From an optimization exercise on the open Yosys and OpenROAD flow, aimed at small area, a short achievable clock period and few clock cycles; shortcuts taken in it are not production practice.
Where RTL was checked, it was by simulation tests only, not by an equivalence proof against the original.

Setup of v6:
## maze
module maze(clk, reset, start_i, row_i, action_o, coord_o);
Size in the first run: about 170 flip-flops, about 10,000 µm² of cells after synthesis.
==> flow/config.mk <==
export PLATFORM = sky130hd
export DESIGN_NAME = maze
export DESIGN_NICKNAME = maze
export VERILOG_FILES = /design/flow/design.v
export SDC_FILE = /design/flow/constraint.sdc
export NUM_CORES = 4
export LEC_CHECK = 0
export ABC_AREA = 1
export CAP_MARGIN = 20
export CORE_MARGIN = 2
export CORE_UTILIZATION = 40
export CTS_BUF_LIST = sky130_fd_sc_hd__clkbuf_4 sky130_fd_sc_hd__clkbuf_8
export CTS_CLUSTER_DIAMETER = 80
export CTS_CLUSTER_SIZE = 30
export SETUP_SLACK_MARGIN = 1.4
export SLEW_MARGIN = 20
==> flow/constraint.sdc <==
create_clock -name core_clock -period 3.7 [get_ports {clk}]
set_input_delay 0.7400 -clock core_clock [delete_from_list [all_inputs] [get_ports {clk}]]
set_output_delay 0.7400 -clock core_clock [all_outputs]
set_load 0.01 [all_outputs]
run.sh (not shown) runs the stock make flow with config.mk's settings and CLKGATE_MAP_FILE= SYNTH_SCRIPT=/design/flow/synth_recipe.tcl, a recipe that flattens the netlist after the stock synthesis.
Changes in v7 relative to v6:
- putting PLACE_DENSITY at 0.75 where nothing was set
- swapping 40 for 55 in CORE_UTILIZATION
### Flow results
v7: fraction of standard cell area in multi-input logic higher than v6. Start point of the critical path: row_i[5] -> v7, row_i[12] -> v6. On largest fanout on the critical path: between v7 and v6, it ends up lower for v6. Higher final wirelength goes to v6 over v7.
No run of this note included a check of the RTL's function; only the layout flow was run.

---

run A:
Another version of the RTL of maze (not shown whole).
For scale: ~1500 cells after synthesis, about 160 flip-flops, about 27 I/O pins, about 0.0095 sq mm of cells after synthesis.
## maze
module maze(clk, reset, start_i, row_i, action_o, coord_o);
clock: 3.7 ns
lec_check: 0
abc_area: 1
cap_margin: 20
core_margin: 2
core_utilization: 55
cts_buf_list: sky130_fd_sc_hd__clkbuf_8
cts_cluster_diameter: 100
cts_cluster_size: 40
place_density: 0.75
setup_slack_margin: 1.4
slew_margin: 20
Run A finished end to end and its layout was clean on timing, DRC and antenna.
Testbench counts of run A, summed over its fixed seeds: cycles 39,396.
For run B, these inputs were changed with respect to run A:
- changing CTS_CLUSTER_SIZE from 40 to 30
- changing CORE_UTILIZATION from 55 to 40
- removing PLACE_DENSITY (formerly 0.75)
- setting GPL_ROUTABILITY_DRIVEN to 0 for the first time
- changing CTS_CLUSTER_DIAMETER from 100 to 80
- changing CTS_BUF_LIST from sky130_fd_sc_hd__clkbuf_8 to sky130_fd_sc_hd__clkbuf_4 sky130_fd_sc_hd__clkbuf_8
- changing SETUP_SLACK_MARGIN from 1.4 to 1.3
--- outcome ---
- Route | run B vs run A | wire longer in run B
- The count of placed standard cells including taps of run B is higher than that of run A.
- Run B vs. run A: critical path data arrival time has increased, post-route core utilization has decreased.
- The run with more setup slack is run A; run B has less.
For run C, these inputs were changed with respect to run B:
- setting PLACE_DENSITY to 0.75 for the first time
- removing GPL_ROUTABILITY_DRIVEN (formerly 0)
- changing CORE_UTILIZATION from 40 to 55
- changing SETUP_SLACK_MARGIN from 1.3 to 1.4
--- outcome ---
- Summary — share of cell area taken by multi-input logic gates, run C relative to run B: higher, by 0.74 points.
- Going from run B to run C, utilization after layout has increased; number of fillers in the final layout dropped 851; critical path depth moved down.
- A cell with the biggest individual delay on the critical path of dfxtp_4 is what run C shows, while dfxtp_2 belongs to run B.
- Status: design area parity (run C, run B)
- Ratio of final minimum period to clock period was higher in the run labelled run B.
- Run C — worst hold slack 5.3 ps lower, run B as reference
- Run B -> run C: clock insertion delay at the later pin of the skew report flat
Modified inputs, run D compared to run C
- a deleted PLACE_DENSITY that had been 0.75
- a change of SETUP_SLACK_MARGIN from 1.4 to 1.3
- a change of CORE_UTILIZATION from 55 to 40
[summary]
Compared to run C, run D has core utilization 17 points lower. Taking run C as the reference, in run D via count of the first global-routing pass dropped about 5%, final instance count without filler cells rose 5.6%, routed length on met2 higher.
Relative to run D, the following input files were edited for run E:
- CTS_CLUSTER_DIAMETER no longer set, was 80
- SETUP_SLACK_MARGIN now 1.5, was 1.3
- CTS_BUF_LIST no longer set, was sky130_fd_sc_hd__clkbuf_4 sky130_fd_sc_hd__clkbuf_8
- CTS_CLUSTER_SIZE no longer set, was 30
Notes after the runs:
- The flow did not stop early for run E: all stages ran, and the layout cleared the timing, DRC and antenna checks.
- Changes observed in run E relative to run D: utilization increased 3.1 points, minimum setup slack among reg-to-reg paths increased 30 ps.
- Run E against run D: setup slack climbed 83 ps, post-layout instance area saw an increase, time the final worst path needs with I/O delays and setup went down 83 ps.
diff inputs: run E => run F
- swapping 40 for 65 in CORE_UTILIZATION
- putting CTS_BUF_LIST at sky130_fd_sc_hd__clkbuf_4 sky130_fd_sc_hd__clkbuf_8 where nothing was set
- swapping 1.5 for 1.4 in SETUP_SLACK_MARGIN
- putting CTS_CLUSTER_DIAMETER at 80 where nothing was set
- putting PLACE_DENSITY at 0.85 where nothing was set
- putting CTS_CLUSTER_SIZE at 30 where nothing was set
## What came out
Compared with run E, run F shows via count higher by 203. Re fraction of area in non-clock buffers: run F and run E aren't equal, and the lower value belongs to run F. Run F vs. run E: worst slew margin relative to its limit now larger, final critical path time including I/O delays and setup went up by 14 ps, first-pass GRT wire length dropped 3600 microns, area after synthesis barely changed, clock network area share went down 1.0 points. Per the comparison of run F with run E, setup slack after layout shows a reduction of 14 ps, detailed-route wire length shows a reduction of 3500 microns.

---

== job 7250 ==
maze again, from the RTL that the note above started with.
Settings: LEC_CHECK=0, ABC_AREA=1, CAP_MARGIN=20, CORE_MARGIN=2, CORE_UTILIZATION=40, CTS_BUF_LIST=sky130_fd_sc_hd__clkbuf_4 sky130_fd_sc_hd__clkbuf_8, CTS_CLUSTER_DIAMETER=80, CTS_CLUSTER_SIZE=30, SETUP_SLACK_MARGIN=1.5, SLEW_MARGIN=20; clock period 3.7 ns.
Job 7250: no failed stages, no open violations at the end
Testbench counts of job 7250, summed over its fixed seeds: cycles 39,396.
Here is what was changed in the inputs of job 6284 compared with job 7250.
Settings: changing CORE_UTILIZATION from 40 to 55; setting PLACE_DENSITY to 0.75 for the first time; changing SETUP_SLACK_MARGIN from 1.5 to 1.45.
==> comparison <==
Delta (job 6284 minus job 7250): clock period minus final worst setup slack fell by 38 ps, clock latency of the later-clocked register in the worst-skew pair held steady, number of tapcells fell by about 30%.
Edits applied to the flow inputs when going from job 6284 to job 5658:
Settings: CORE_UTILIZATION changed from 55 to 40; PLACE_DENSITY removed (was 0.75); CTS_CLUSTER_SIZE removed (was 30); SETUP_SLACK_MARGIN changed from 1.45 to 1.3; CTS_BUF_LIST removed (was sky130_fd_sc_hd__clkbuf_4 sky130_fd_sc_hd__clkbuf_8); CTS_CLUSTER_DIAMETER removed (was 80).
### Flow results
- Job 5658 ended with every stage complete and zero timing, DRC or antenna violations.
- Job 5658 -> job 6284: layout inverter count without the clock tree delta 0, exact match
- Summary of the comparison: total met2 wirelength after detailed routing is higher in job 5658, relative to job 6284.
> inputs changed (job 5658 -> job 7406)
Settings: SETUP_SLACK_MARGIN: 1.3 -> 1.0.
==> run summary <==
- Job 7406 gives less worst-case setup margin in the final layout than job 5658 did.
- Number of multi-input combinational cells across job 5658 and job 7406: no real change.
- After synthesis and placement, the instance count of job 7406 is below that of job 5658.
- The higher layout filler cell count came out of job 7406.
- In the flow results for job 5658 and job 7406, the global-route usage is smaller on job 7406.
- Sort job 5658 and job 7406 by core utilization asc -> top: job 7406
- On count of buffers added by post-CTS timing repair for setup, the lower figure sits with job 7406, not job 5658.
- On non-clock buffer count: job 7406 sits below job 5658.
- Cmp job 7406 vs job 5658: wire length of the first global-routing pass lower in job 7406
- Diff job 5658 -> job 7406: share of the clock period used by the worst path after layout increased 9.3 points, met3 layer usage reported by global route decreased 0.57 points.

---

== try-maple ==
Another version of the RTL of maze (not shown whole).
For scale: ~1300 cells after synthesis, ~170 flip-flops, about 27 I/O pins, about 9700 um^2 of cells after synthesis.
==> flow/design.v (excerpt) <==
module maze(clk, reset, start_i, row_i, action_o, coord_o);
Settings: LEC_CHECK=0, CAP_MARGIN=20, CORE_MARGIN=2, CORE_UTILIZATION=40, SETUP_SLACK_MARGIN=1.0, SLEW_MARGIN=20; clock period 3.7 ns.
Testbench counts of try-maple, summed over its fixed seeds: cycles 40,888.
Input-level comparison between try-umber and try-maple:
Settings: changing SETUP_SLACK_MARGIN from 1.0 to 2.0.
### Flow results
- try-umber: done, clean on timing, DRC and antenna
- Core utilization in try-umber is 14 points above try-maple.
- The post-route non-filler standard cell count reported for try-umber is greater than that of try-maple by 5.4%.
- try-maple -> try-umber: global-route wire length before repair increased by more than 10%
Setup changes, try-umber to try-yarrow
Settings: SETUP_SLACK_MARGIN no longer set, was 2.0.
==> run summary <==
Worst setup timing slack at the placement stage, try-umber and try-yarrow, higher one = try-umber.
Changes observed in try-yarrow relative to try-umber: wire length reported by the detailed router down about 27%, arrival time of the worst setup path went up by 0.25 ns, setup slack went down.
From try-umber to try-yarrow the numbers moved as follows: slack of the worst reg-to-reg path now smaller; minimum clock period after layout increased 0.22 ns; count of vias placed by the detailed router dropped 1717.
Compared with try-umber, in try-yarrow via density per instance down about 10%; post-route worst hold slack up 0.011 ns.

==> static timing again, ports no longer ideal <==
The flow's constraints put no driver on any port. The routed layouts listed below were extracted and timed again, unchanged, in two steps.
Step 1 sets driving cells, clkbuf_16 on the clock port and buf_2 on the other inputs (assumed; they add their load-dependent delay and slew).
Step 2 times the ports against the registers' clock, not the clock port: input delays grow and output delays shrink by t, the midpoint of the rising clock arrivals with the driver on.
Three values: no drivers, after step 1, after step 2; two values: the first two.
run | shift t [ns] | setup slack, ns | hold WS [ns] | worst data-port slew with drivers (ns)
v6 | 0.512 | 1.352 / 1.365 / 0.857 | 0.401 / 0.381 / 0.458 | 0.04
v7 | 0.514 | 1.377 / 1.353 / 0.876 | 0.403 / 0.384 / 0.511 | 0.05
run A | 0.522 | 1.455 / 1.410 / 0.981 | 0.389 / 0.372 / 0.458 | 0.04
run B | 0.518 | 1.374 / 1.333 / 1.004 | 0.395 / 0.387 / 0.479 | 0.05
run C | 0.522 | 1.455 / 1.410 / 0.981 | 0.389 / 0.372 / 0.458 | 0.04
run D | 0.524 | 1.317 / 1.276 / 0.894 | 0.383 / 0.363 / 0.475 | 0.04
run E | 0.484 | 1.400 / 1.351 / 1.060 | 0.443 / 0.414 / 0.475 | 0.04
run F | 0.518 | 1.385 / 1.385 / 1.016 | 0.406 / 0.384 / 0.480 | 0.04
job 7250 | 0.524 | 1.430 / 1.390 / 1.027 | 0.381 / 0.363 / 0.481 | 0.04
job 6284 | 0.518 | 1.468 / 1.452 / 0.966 | 0.401 / 0.385 / 0.458 | 0.04
job 5658 | 0.487 | 1.326 / 1.274 / 1.009 | 0.443 / 0.411 / 0.469 | 0.04
job 7406 | 0.483 | 0.983 / 0.937 / 0.810 | 0.441 / 0.416 / 0.470 | 0.04
try-maple | 0.492 | 0.964 / 0.964 / 0.656 | 0.474 / 0.474 / 0.474 | 0.05
try-umber | 0.489 | 0.793 / 0.793 / 0.758 | 0.463 / 0.463 / 0.463 | 0.04
try-yarrow | 0.490 | 0.576 / 0.576 / 0.576 | 0.475 / 0.475 / 0.475 | 0.05
After both steps every run listed still meets setup and hold. The setup slack of job 6284, which loses most, moves by -0.016 ns with the drivers and by -0.502 ns with both steps.
